This design comes from an exercise in tuning for a short achievable clock period and few clock cycles on the open sky130 flow, not from production work. RTL that was checked went through simulation tests only; none was proved equivalent to the original. Power and IR drop assume default switching activity.

Design cpu_top, start of the top module:
module cpu_top (DIN, Resetn, Clock, Run, Done, BusWires, debug_reg0, debug_reg1,
debug_reg2, debug_reg3, debug_reg4, debug_reg5, debug_reg6, debug_reg7);
For scale: ~1500 cells after synthesis, about 94 I/O pins, about 15000 um^2 of cells after synthesis.
Settings: LEC_CHECK=0, CAP_MARGIN=20, CORE_MARGIN=2, CORE_UTILIZATION=50, PLACE_DENSITY=0.7, SETUP_SLACK_MARGIN=2.5, SLEW_MARGIN=20, SYNTH_HIERARCHICAL=1, SYNTH_MINIMUM_KEEP_SIZE=0; clock period 7.5 ns.
run.sh (not shown) runs the stock make flow with config.mk's settings and CLKGATE_MAP_FILE= SYNTH_SCRIPT=/design/flow/synth_recipe.tcl, a recipe that flattens the netlist after the stock synthesis.
Testbench counts at the start, summed over its fixed seeds: cycles 20,055.
Rerun with:
- GPL_ROUTABILITY_DRIVEN: default -> 0
- SETUP_SLACK_MARGIN: 2.5 -> 3.5
Outcome: Wire length goes up by 7.6%. Critical path depth goes up by 12. Final area goes up by 3.1%.

========
delta:
Another version of the RTL of cpu_top (not shown whole).
For scale: roughly 940 cells after synthesis, about 8300 um2 of cells after synthesis.
Settings: LEC_CHECK=0, CAP_MARGIN=20, CORE_MARGIN=2, CORE_UTILIZATION=40, SETUP_SLACK_MARGIN=2.5, SLEW_MARGIN=20; clock period 7.5 ns.
delta completed; timing, DRC and antenna clean
Testbench counts of delta, summed over its fixed seeds: cycles 20,055.
diff inputs: delta => yarrow
# delta
export LEC_CHECK = 0
export CAP_MARGIN = 20
export CORE_MARGIN = 2
export CORE_UTILIZATION = 40
export SETUP_SLACK_MARGIN = 2.5
export SLEW_MARGIN = 20
create_clock -name core_clock -period 7.5 [get_ports {Clock}]
# yarrow
export LEC_CHECK = 0
export CAP_MARGIN = 20
export CORE_MARGIN = 2
export CORE_UTILIZATION = 40
export SLEW_MARGIN = 20
create_clock -name core_clock -period 7.5 [get_ports {Clock}]
Findings:
Async set-or-reset flop fraction in the synthesized netlist: yarrow vs delta identical. The core of yarrow is less densely filled than that of delta. Comparing the two runs side by side, yarrow comes out behind delta on final worst slack.

========
cpu_top with an RTL version that a note above also has.
Size: about 1500 cells after synthesis, ~15000 µm² of cells after synthesis.
Settings: LEC_CHECK=0, CAP_MARGIN=20, CORE_MARGIN=2, CORE_UTILIZATION=50, PLACE_DENSITY=0.7, SETUP_SLACK_MARGIN=2.0, SLEW_MARGIN=20, SYNTH_HIERARCHICAL=1, SYNTH_MINIMUM_KEEP_SIZE=0; clock period 7.5 ns.
The first run passed the timing, design-rule and antenna checks.
Testbench counts at the start, summed over its fixed seeds: cycles 20,055.
Edit:
==> flow/flow/run.sh (new file) <==
#!/bin/bash
# The standard layout, with the resizer free to pick any equivalent cell
# (not only ones of the same footprint) when it repairs timing.
set -euo pipefail
bash standard.sh MATCH_CELL_FOOTPRINT=0 finish > layout.log 2>&1
==> flow/standard.sh (new file) <==
#!/bin/bash
# synth_recipe.tcl (not shown) runs the flow's synth.tcl, then flattens the netlist and writes it again
# the make line also repeats each setting of config.mk as NAME=value (left out here)
make -C /OpenROAD-flow-scripts/flow DESIGN_CONFIG=/design/flow/config.mk WORK_HOME=/design/flow/orfs CLKGATE_MAP_FILE= SYNTH_SCRIPT=/design/flow/synth_recipe.tcl "${@:-finish}"
Settings changed: SETUP_SLACK_MARGIN 2.0 to 3.5.
removed: flow/run.sh
After rerunning:
- maximum frequency increases by a few percent
- clock skew barely changes
- worst hold slack improved by 0.012 ns
- non-clock buffer count went down by 63
- synthesized cell count is unchanged
- global-route usage fell by 0.81 points
- sequential share of layout area increases by 1.2 points
- core utilization falls by 3.2 points
- setup slack gains 0.24 ns
- routed wire length goes down by roughly a tenth
Edit:
==> flow/run.sh (new file) <==
#!/bin/bash
# synth_recipe.tcl (not shown) runs the flow's synth.tcl, then flattens the netlist and writes it again
# the make line also repeats each setting of config.mk as NAME=value (left out here)
make -C /OpenROAD-flow-scripts/flow DESIGN_CONFIG=/design/flow/config.mk WORK_HOME=/design/flow/orfs CLKGATE_MAP_FILE= SYNTH_SCRIPT=/design/flow/synth_recipe.tcl finish
Settings changed: SETUP_SLACK_MARGIN 3.5 to 5.
removed: flow/flow/run.sh
removed: flow/standard.sh
The new run ran to the end with no violations.
Power rises by roughly a tenth.
Area after synthesis stays the same.
Final cell count is higher by a little under a tenth.
Setup slack loses 0.077 ns.
Routed wire length rose by about a fifth.
Edit:
Settings changed: CORE_UTILIZATION 50 to 55, PLACE_DENSITY 0.7 to 0.8, SETUP_SLACK_MARGIN 5 to 3.5.
What happened: The new run ran to the end with no violations. Synthesized area stays the same. Setup slack gets better by 0.046 ns. Final area goes down by about 9%. Combinational power drops by about 14%. Flip-flop and latch count is unchanged. Count of clock-buffer cells in the layout is higher by 2.

========
cpu_top, a different RTL version from the one above (not shown whole).
For scale: roughly 140 flip-flops, roughly 94 I/O pins.
Settings: LEC_CHECK=0, CAP_MARGIN=20, CORE_MARGIN=2, CORE_UTILIZATION=50, PLACE_DENSITY=0.7, SETUP_SLACK_MARGIN=3.5, SLEW_MARGIN=20; clock period 7.5 ns.
Stock flow here: none of the scripts above is used.
Edit:
SYNTH_HIERARCHICAL = 1   (was default)
SYNTH_MINIMUM_KEEP_SIZE = 0   (was default)
Effect: Synthesized area is lower slightly; core utilization is lower by 2.5 points; clock power is lower by a few percent; wire length is lower by a few percent; first-iteration DRC count is higher by a few percent; global-route usage is lower by 1.4 points; sequential cell count stays the same.
No run of this note included a check of the RTL's function; only the layout flow was run.

========
cpu_top with an RTL version that a note above also has.
Size in the first run: about 1500 cells after synthesis, ~94 I/O pins, about 0.015 sq mm of cells after synthesis.
==> flow/config.mk <==
export PLATFORM = sky130hd
export DESIGN_NAME = cpu_top
export DESIGN_NICKNAME = cpu_top
export VERILOG_FILES = /design/flow/design.v
export SDC_FILE = /design/flow/constraint.sdc
export NUM_CORES = 4
export LEC_CHECK = 0
export CAP_MARGIN = 20
export CORE_MARGIN = 2
export CORE_UTILIZATION = 50
export PLACE_DENSITY = 0.7
export SETUP_SLACK_MARGIN = 3.0
export SLEW_MARGIN = 20
export SYNTH_HIERARCHICAL = 1
export SYNTH_MINIMUM_KEEP_SIZE = 0
==> flow/constraint.sdc <==
create_clock -name core_clock -period 7.5 [get_ports {Clock}]
set_input_delay 1.5000 -clock core_clock [delete_from_list [all_inputs] [get_ports {Clock}]]
set_output_delay 1.5000 -clock core_clock [all_outputs]
set_load 0.01 [all_outputs]
The baseline completed without violations.
Testbench counts at the start, summed over its fixed seeds: cycles 20,055.
==> next run, changes <==
SETUP_SLACK_MARGIN = 3.5   (was 3.0)
Outcome:
- first-iteration DRC count goes up by 5.8%
- routed wire length came out higher by 5.9%
- combinational power came out higher by 13%

========
Another version of the RTL of cpu_top (not shown whole).
Size in the first run: roughly 1200 cells after synthesis, roughly 76 flip-flops, roughly 0.010 sq mm of cells after synthesis.
make LEC_CHECK=0 CAP_MARGIN=20 CORE_MARGIN=2 CORE_UTILIZATION=50 PLACE_DENSITY=0.7 SETUP_SLACK_MARGIN=3.5 SLEW_MARGIN=20 finish   # period 7.5 ns
Testbench counts at the start, summed over its fixed seeds: cycles 20,055.
Rerun with:
- CORE_UTILIZATION: 50 -> 40
- PLACE_DENSITY: 0.7 -> not set
- SETUP_SLACK_MARGIN: 3.5 -> 2.5
Effect: Cell count climbs by 1.4%. Utilization drops by 18 points. Critical path depth drops by 20.

## what the ideal ports hide
No port has a modelled driver above. Below, the same layouts with a new extraction and two added sets of constraints.
Step 1: set_driving_cell puts a clkbuf_16 on Clock and a buf_2 on each other input, an assumption about the parent block.
Step 2 also shifts input and output timing later by t, the mid clock arrival at the registers, as if the neighbouring blocks saw the same clock.
Three values: no drivers, after step 1, after step 2; two values: the first two.
run	shift t [ns]	slack for setup (ns)	hold WS [ns]
the first run of note 1	0.520	1.802 / 1.625 / 1.170	0.513 / 0.513 / 0.513
the second run of note 1	0.491	1.308 / 1.265 / 0.808	0.509 / 0.509 / 0.509
delta	0.396	0.747 / 0.702 / 0.831	0.495 / 0.495 / 0.495
yarrow	0.384	0.122 / 0.100 / 0.100	0.553 / 0.553 / 0.553
the first run of note 3	0.501	1.429 / 1.261 / 0.934	0.498 / 0.498 / 0.498
the second run of note 3	0.495	1.669 / 1.560 / 1.200	0.510 / 0.510 / 0.510
the third run of note 3	0.510	1.592 / 1.537 / 1.088	0.511 / 0.511 / 0.511
the fourth run of note 3	0.489	1.638 / 1.590 / 1.322	0.512 / 0.512 / 0.512
the first run of note 4	0.474	1.107 / 0.998 / 0.550	0.468 / 0.468 / 0.468
the second run of note 4	0.484	1.327 / 1.285 / 0.906	0.511 / 0.511 / 0.511
the first run of note 5	0.512	1.596 / 1.527 / 1.231	0.508 / 0.508 / 0.508
the second run of note 5	0.497	1.686 / 1.593 / 1.285	0.510 / 0.510 / 0.510
the first run of note 6	0.378	1.218 / 1.098 / 0.770	0.514 / 0.514 / 0.514
the second run of note 6	0.382	1.173 / 1.044 / 1.044	0.526 / 0.526 / 0.526
After both steps every run listed still meets setup and hold. The setup slack of the first run of note 1, which loses most, moves by -0.177 ns with the drivers and by -0.632 ns with both steps.
